What follows belongs to an exercise in optimizing a design on an open flow for small area, a short achievable clock period and few clock cycles per item; a production flow would make more cautious choices.
RTL that was checked went through simulation tests only; none was proved equivalent to the original.
Power figures rest on the tool's default switching activity, not on a simulated workload.

before:
==> module division, before the edit <==
module division(input clk, input rst, input start, input [31:0] dividendo, divisor,
                output [31:0] cociente, residuo, output done);
reg [15:0] rem;       
reg [16:0] dv;        
reg [15:0] quo;       
reg [2:0]  cnt;       
reg        busy, done_r;
function [4:0] lzc16(input [15:0] v);
  integer k;
  reg found;
  begin
    lzc16 = 5'd16;
    found = 1'b0;
    for (k = 15; k >= 0; k = k - 1)
      if (!found && v[k]) begin
        lzc16 = 5'd15 - k[4:0];
        found = 1'b1;
      end
  end
endfunction
wire [15:0] n_in = dividendo[15:0];
wire [15:0] d_in = divisor[15:0];
wire [4:0]  lzn  = lzc16(n_in);
wire [4:0]  lzd  = lzc16(d_in);
wire [5:0]  diff = {1'b0, lzd} - {1'b0, lzn};         
wire [4:0]  jr   = {1'b0, diff[3:0]} + 5'd1;
wire [3:0]  jh   = lzd[4] ? 4'd8 : (diff[5] ? 4'd0 : jr[4:1]);   
wire [16:0] dv0  = {1'b0, d_in} << {jh, 1'b0};
wire        ge1 = ~dv[16] && (rem >= dv[15:0]);
wire [15:0] r1  = ge1 ? rem - dv[15:0] : rem;
wire        ge2 = (r1 >= dv[16:1]);
wire [15:0] r2  = ge2 ? r1 - dv[16:1] : r1;
always @(posedge clk) begin
  done_r <= 1'b0;
  if (rst) begin
    busy <= 1'b0;
  end else if (!busy) begin
    if (start) begin
      if (jh == 4'd0)
        done_r <= 1'b1;
      else
        busy <= 1'b1;
    end
  end else if (cnt == 3'd0) begin
    busy   <= 1'b0;
    done_r <= 1'b1;
  end
end
always @(posedge clk) begin
  if (!busy) begin
    rem <= n_in;
    dv  <= dv0;
    quo <= 16'd0;
    cnt <= jh[2:0] - 3'd1;
  end else begin
    rem <= r2;
    dv  <= {2'b0, dv[16:2]};
    quo <= {quo[13:0], ge1, ge2};
    cnt <= cnt - 3'd1;
  end
end
assign cociente = {16'd0, quo[14:0], ge1};
assign residuo  = {17'd0, r1[14:0]};
assign done     = done_r;
endmodule
==> flow/config.mk <==
export PLATFORM = sky130hd
export DESIGN_NAME = division
export DESIGN_NICKNAME = division
export VERILOG_FILES = /design/flow/design.v
export SDC_FILE = /design/flow/constraint.sdc
export NUM_CORES = 4
export LEC_CHECK = 0
export CAP_MARGIN = 20
export CORE_MARGIN = 2
export CORE_UTILIZATION = 40
export PLACE_DENSITY = 0.6
export SETUP_SLACK_MARGIN = 4
export SLEW_MARGIN = 20
==> flow/constraint.sdc <==
create_clock -name core_clock -period 10.0 [get_ports {clk}]
set_input_delay 2.0000 -clock core_clock [delete_from_list [all_inputs] [get_ports {clk}]]
set_output_delay 2.0000 -clock core_clock [all_outputs]
set_load 0.01 [all_outputs]
standard.sh (not shown) runs the stock make flow with config.mk's settings and CLKGATE_MAP_FILE= SYNTH_SCRIPT=/design/flow/synth_recipe.tcl, a recipe that flattens the netlist after the stock synthesis.
==> flow/flow/run.sh <==
#!/bin/bash
# The standard layout (standard.sh) with three changes to how it is made:
# - synthesis maps with ABC on a delay-targeted, area-recovering script
#   (flow/abc_custom.script) and without the adder cell step;
# - ports are buffered with the smallest buffer;
# - repair_timing aims at setup margin 4 ns.
# Each ORFS step keeps its own log under orfs/logs; make's output goes to standard.log.
set -euo pipefail
F=$(pwd)/flow
bash standard.sh SETUP_SLACK_MARGIN=4 "BUFFER_PORTS_ARGS=-buffer_cell sky130_fd_sc_hd__buf_1" ADDER_MAP_FILE= SYNTH_SCRIPT=$F/synth_custom.tcl CUSTOM_ABC_SCRIPT=$F/abc_custom.script  finish > standard.log 2>&1
==> flow/flow/abc_custom.script <==
strash
dch
map -D 2500
topo
stime -c
buffer -c
upsize -c -D 2500
dnsize -c -D 2500
==> flow/flow/synth_custom.tcl <==
# The standard flow's synthesis script (ORFS synthesis without the fsm and share passes,
# flattened, function nets renamed), with ABC run on a delay-targeted
# area-recovering script instead of the default one.
proc synth {args} { yosys synth -nofsm -noshare {*}$args }
proc abc {args} {
  set i [lsearch -exact $args -script]
  if { $i >= 0 } {
    set args [lreplace $args [expr {$i + 1}] [expr {$i + 1}] $::env(CUSTOM_ABC_SCRIPT)]
  }
  yosys abc {*}$args
}
source $::env(SCRIPTS_DIR)/synth.tcl
# left out here: clear keep_hierarchy, flatten, clean up, hide names made inside functions, write 1_2_yosys.v
before finished every step from synthesis to the final layout, and the layout passed the timing, design-rule and antenna checks.
Testbench counts of before, summed over its fixed seeds: cycles 12,906, items 4,000.
Changes in after relative to before:
==> flow/design.v <==
module division(input clk, input rst, input start, input [31:0] dividendo, divisor,
                output [31:0] cociente, residuo, output done);
reg [15:0] rem;       
reg [16:0] dv;        
reg [15:0] quo;       
reg        busy, done_r;
wire [15:0] n_in = dividendo[15:0];
wire [15:0] d_in = divisor[15:0];
wire [16:0] m2;
assign m2[0] = 1'b1;
genvar i, t;
generate for (i = 1; i < 17; i = i + 1) begin : g_m2
  assign m2[i] = |n_in[15:i-1];
end endgenerate
wire [9:0] tt;
assign tt[0] = 1'b1;
assign tt[9] = 1'b0;
generate for (t = 1; t < 9; t = t + 1) begin : g_tt
  wire [32:0] sd = {17'd0, d_in} << (2 * t);
  assign tt[t] = ~|(sd & ~{16'd0, m2});
end endgenerate
wire [8:0] sel = tt[8:0] & ~tt[9:1];
reg [16:0] dv0;
integer k;
always @* begin
  dv0 = 17'd0;
  for (k = 0; k < 9; k = k + 1)
    dv0 = dv0 | ({17{sel[k]}} & ({1'b0, d_in} << (2 * k)));
end
wire [15:0] mark;
generate for (t = 0; t < 8; t = t + 1) begin : g_mark
  assign mark[15 - 2*t] = 1'b0;
  assign mark[14 - 2*t] = sel[t + 1];
end endgenerate
wire        ge1 = ~dv[16] && (rem >= dv[15:0]);
wire [15:0] r1  = ge1 ? rem - dv[15:0] : rem;
wire        ge2 = (r1 >= dv[16:1]);
wire [15:0] r2  = ge2 ? r1 - dv[16:1] : r1;
always @(posedge clk) begin
  done_r <= 1'b0;
  if (rst) begin
    busy <= 1'b0;
  end else if (!busy) begin
    if (start) begin
      if (sel[0])
        done_r <= 1'b1;
      else
        busy <= 1'b1;
    end
  end else if (quo[14]) begin
    busy   <= 1'b0;
    done_r <= 1'b1;
  end
end
always @(posedge clk) begin
  if (!busy) begin
    rem <= n_in;
    dv  <= dv0;
    quo <= mark;
  end else begin
    rem <= r2;
    dv  <= {2'b0, dv[16:2]};
    quo <= {quo[13:0], ge1, ge2};
  end
end
assign cociente = {16'd0, quo[14:0], ge1};
assign residuo  = {17'd0, r1[14:0]};
assign done     = done_r;
endmodule
Notes after the runs:
- Comparing after with before, the clock-pin slew reported for the worst setup and hold paths after clock tree synthesis came out essentially unchanged.
- Min inverter count across after and before: after
- A combinational family with the most area after synthesis of compound AO/OA/AOI/OAI gates is what after shows, while simple AND/OR/NAND/NOR gates belongs to before.
- Measured against each other, after and before differ in wire length, the lower figure coming from before.
- In terms of clock buffer and inverter area fraction after layout, after and before differ only marginally.
- [after vs before] average cell area after synthesis: higher in after
- after against before; critical path depth is up by a few percent.
- after ends up with a final cycle utilization of the critical path that is 0.54 points lower than in before.
- Across both runs, total chip power was lower for after than for before.
For after, only the layout was checked, not whether the RTL still works.

========
Another version of the RTL of division (not shown whole).
Size in the first run: roughly 660 cells after synthesis, ~53 flip-flops, roughly 130 I/O pins, roughly 0.0054 mm² of cells after synthesis.
==> module division, before the edit <==
module division(input clk, input rst, input start, input [31:0] dividendo, divisor,
                output [31:0] cociente, residuo, output done);
reg [15:0] d;         
reg [15:0] p;         
reg [14:0] r;         
reg [2:0]  cnt;       
reg        busy, norm, done_r;
function [4:0] lzc16(input [15:0] v);
  integer i;
  reg found;
  begin
    lzc16 = 5'd16;
    found = 1'b0;
    for (i = 15; i >= 0; i = i - 1)
      if (!found && v[i]) begin
        lzc16 = 5'd15 - i[4:0];
        found = 1'b1;
      end
  end
endfunction
wire [4:0] lzn = lzc16(p);
wire [4:0] lzd = lzc16(d);
wire       dz  = (d == 16'd0);
wire [5:0] sraw = 6'd15 + {1'b0, lzn} - {1'b0, lzd};    
wire [3:0] s2  = dz ? 4'd0 : (sraw[5] ? 4'd0 : (sraw[4:1] > 4'd8 ? 4'd8 : sraw[4:1]));
wire [31:0] sh = {16'd0, p} << {s2, 1'b0};
wire [3:0] nit = 4'd8 - s2;                               
wire [15:0] h1  = {r, p[15]};
wire        q1  = h1 >= d;
wire [15:0] r1  = q1 ? h1 - d : h1;
wire [15:0] h2  = {r1[14:0], p[14]};
wire        q2  = h2 >= d;
wire [15:0] r2  = q2 ? h2 - d : h2;
always @(posedge clk) begin
  done_r <= 1'b0;
  if (rst) begin
    busy <= 1'b0;
    norm <= 1'b0;
  end else if (!busy) begin
    if (start) begin
      busy <= 1'b1;
      norm <= 1'b1;
    end
  end else if (norm) begin
    norm <= 1'b0;
    if (nit == 4'd0) begin
      busy   <= 1'b0;
      done_r <= 1'b1;
    end
    cnt <= nit[2:0] - 3'd1;
  end else begin
    if (cnt == 3'd0) begin
      busy   <= 1'b0;
      done_r <= 1'b1;
    end
    cnt <= cnt - 3'd1;
  end
end
always @(posedge clk) begin
  if (!busy) begin
    p <= dividendo[15:0];
    d <= divisor[15:0];
  end else if (norm) begin
    p <= sh[15:0];
    r <= sh[30:16];
  end else begin
    p <= {p[13:0], q1, q2};
    r <= r2[14:0];
  end
end
assign cociente = {16'd0, p};
assign residuo  = {17'd0, r};
assign done     = done_r;
endmodule
clock: 10.0 ns
lec_check: 0
cap_margin: 20
core_margin: 2
core_utilization: 40
place_density: 0.6
slew_margin: 20
run.sh (not shown) runs the stock make flow with config.mk's settings and CLKGATE_MAP_FILE= SYNTH_SCRIPT=/design/flow/synth_recipe.tcl, a recipe that flattens the netlist after the stock synthesis.
Stock flow here: none of the scripts above is used.
Testbench counts at the start, summed over its fixed seeds: cycles 18,594, items 4,000.
Then changed:
==> flow/design.v (replaced) <==
module division(input clk, input rst, input start, input [31:0] dividendo, divisor,
                output [31:0] cociente, residuo, output done);
reg [15:0] d;         
reg [15:0] p;         
reg [14:0] r;         
reg [2:0]  cnt;       
reg        busy, done_r;
function [4:0] lzc16(input [15:0] v);
  integer i;
  reg found;
  begin
    lzc16 = 5'd16;
    found = 1'b0;
    for (i = 15; i >= 0; i = i - 1)
      if (!found && v[i]) begin
        lzc16 = 5'd15 - i[4:0];
        found = 1'b1;
      end
  end
endfunction
wire [15:0] n_in = dividendo[15:0];
wire [15:0] d_in = divisor[15:0];
wire [4:0] lzn = lzc16(n_in);
wire [4:0] lzd = lzc16(d_in);
wire       dz  = (d_in == 16'd0);
wire [5:0] sraw = 6'd15 + {1'b0, lzn} - {1'b0, lzd};    
wire [3:0] s2  = dz ? 4'd0 : (sraw[5] ? 4'd0 : (sraw[4:1] > 4'd8 ? 4'd8 : sraw[4:1]));
wire [31:0] sh = {16'd0, n_in} << {s2, 1'b0};
wire [3:0] nit = 4'd8 - s2;                               
wire [15:0] h1 = {r, p[15]};
wire [16:0] t1 = {1'b0, h1} - {1'b0, d};
wire        q1 = ~t1[16];
wire [14:0] r1 = q1 ? t1[14:0] : h1[14:0];
wire [15:0] h2 = {r1, p[14]};
wire [16:0] t2 = {1'b0, h2} - {1'b0, d};
wire        q2 = ~t2[16];
wire [14:0] r2 = q2 ? t2[14:0] : h2[14:0];
wire accept = !busy && start;
always @(posedge clk) begin
  done_r <= 1'b0;
  if (rst) begin
    busy <= 1'b0;
  end else if (!busy) begin
    if (start) begin
      if (nit == 4'd0)
        done_r <= 1'b1;
      else
        busy <= 1'b1;
    end
  end else begin
    if (cnt == 3'd0) begin
      busy   <= 1'b0;
      done_r <= 1'b1;
    end
  end
end
always @(posedge clk) begin
  if (!busy) begin
    p   <= sh[15:0];
    r   <= sh[30:16];
    d   <= d_in;
    cnt <= nit[2:0] - 3'd1;
  end else begin
    p   <= {p[13:0], q1, q2};
    r   <= r2;
    cnt <= cnt - 3'd1;
  end
end
assign cociente = {16'd0, p};
assign residuo  = {17'd0, r};
assign done     = done_r;
endmodule
Result:
- synthesized cell count falls by 7.7%
- total power goes down by 20%
- final cell count decreases by 5.9%
- design area falls by 6.4%
- die area drops by 6.9%
- setup slack gets worse by 1.9 ns
- global-route usage came out lower by 1.8 points
- hold slack loses 0.14 ns
- clock-buffer cell count is unchanged
- wire length went down by 13%
- fmax shrinks by 27%
- combinational power shrinks by 22%
- clock skew is about the same
Function not checked in the second run of this note: the RTL went through the layout flow alone.

[re-timing with driven ports]
How much do the figures lean on ideal ports? The routed layouts below were timed once more, with nothing changed but the port constraints.
Step 1, drivers: a clkbuf_16 drives clk and a buf_2 each remaining input, both assumed.
Step 2, shift: input delay + t, output delay - t, t = (earliest + latest rising clock arrival at the registers) / 2. This alone moves slack from input paths to output paths.
Three values: ideal, step 1, step 2; two values: the first two.
| run | shift t [ns] | slack for setup (ns) | hold slack, ns | clock arrival spread, ns | worst slew at a driven data input, ns |
|---|---|---|---|---|---|
| before | 0.331 | 4.478 / 4.485 / 4.154 | 0.418 / 0.418 / 0.418 | 0.007 / 0.006 | 0.04 |
| after | 0.329 | 4.532 / 4.550 / 4.221 | 0.421 / 0.421 / 0.421 | 0.009 / 0.009 | 0.04 |
| the first run of note 2 | 0.350 | 4.664 / 4.664 / 4.664 | 0.603 / 0.603 / 0.603 | 0.005 / 0.005 | 0.03 |
| the second run of note 2 | 0.331 | 2.739 / 2.755 / 2.424 | 0.459 / 0.459 / 0.459 | 0.007 / 0.006 | 0.04 |
After both steps every run listed still meets setup and hold. The setup slack of before, which loses most, moves by +0.007 ns with the drivers and by -0.324 ns with both steps.
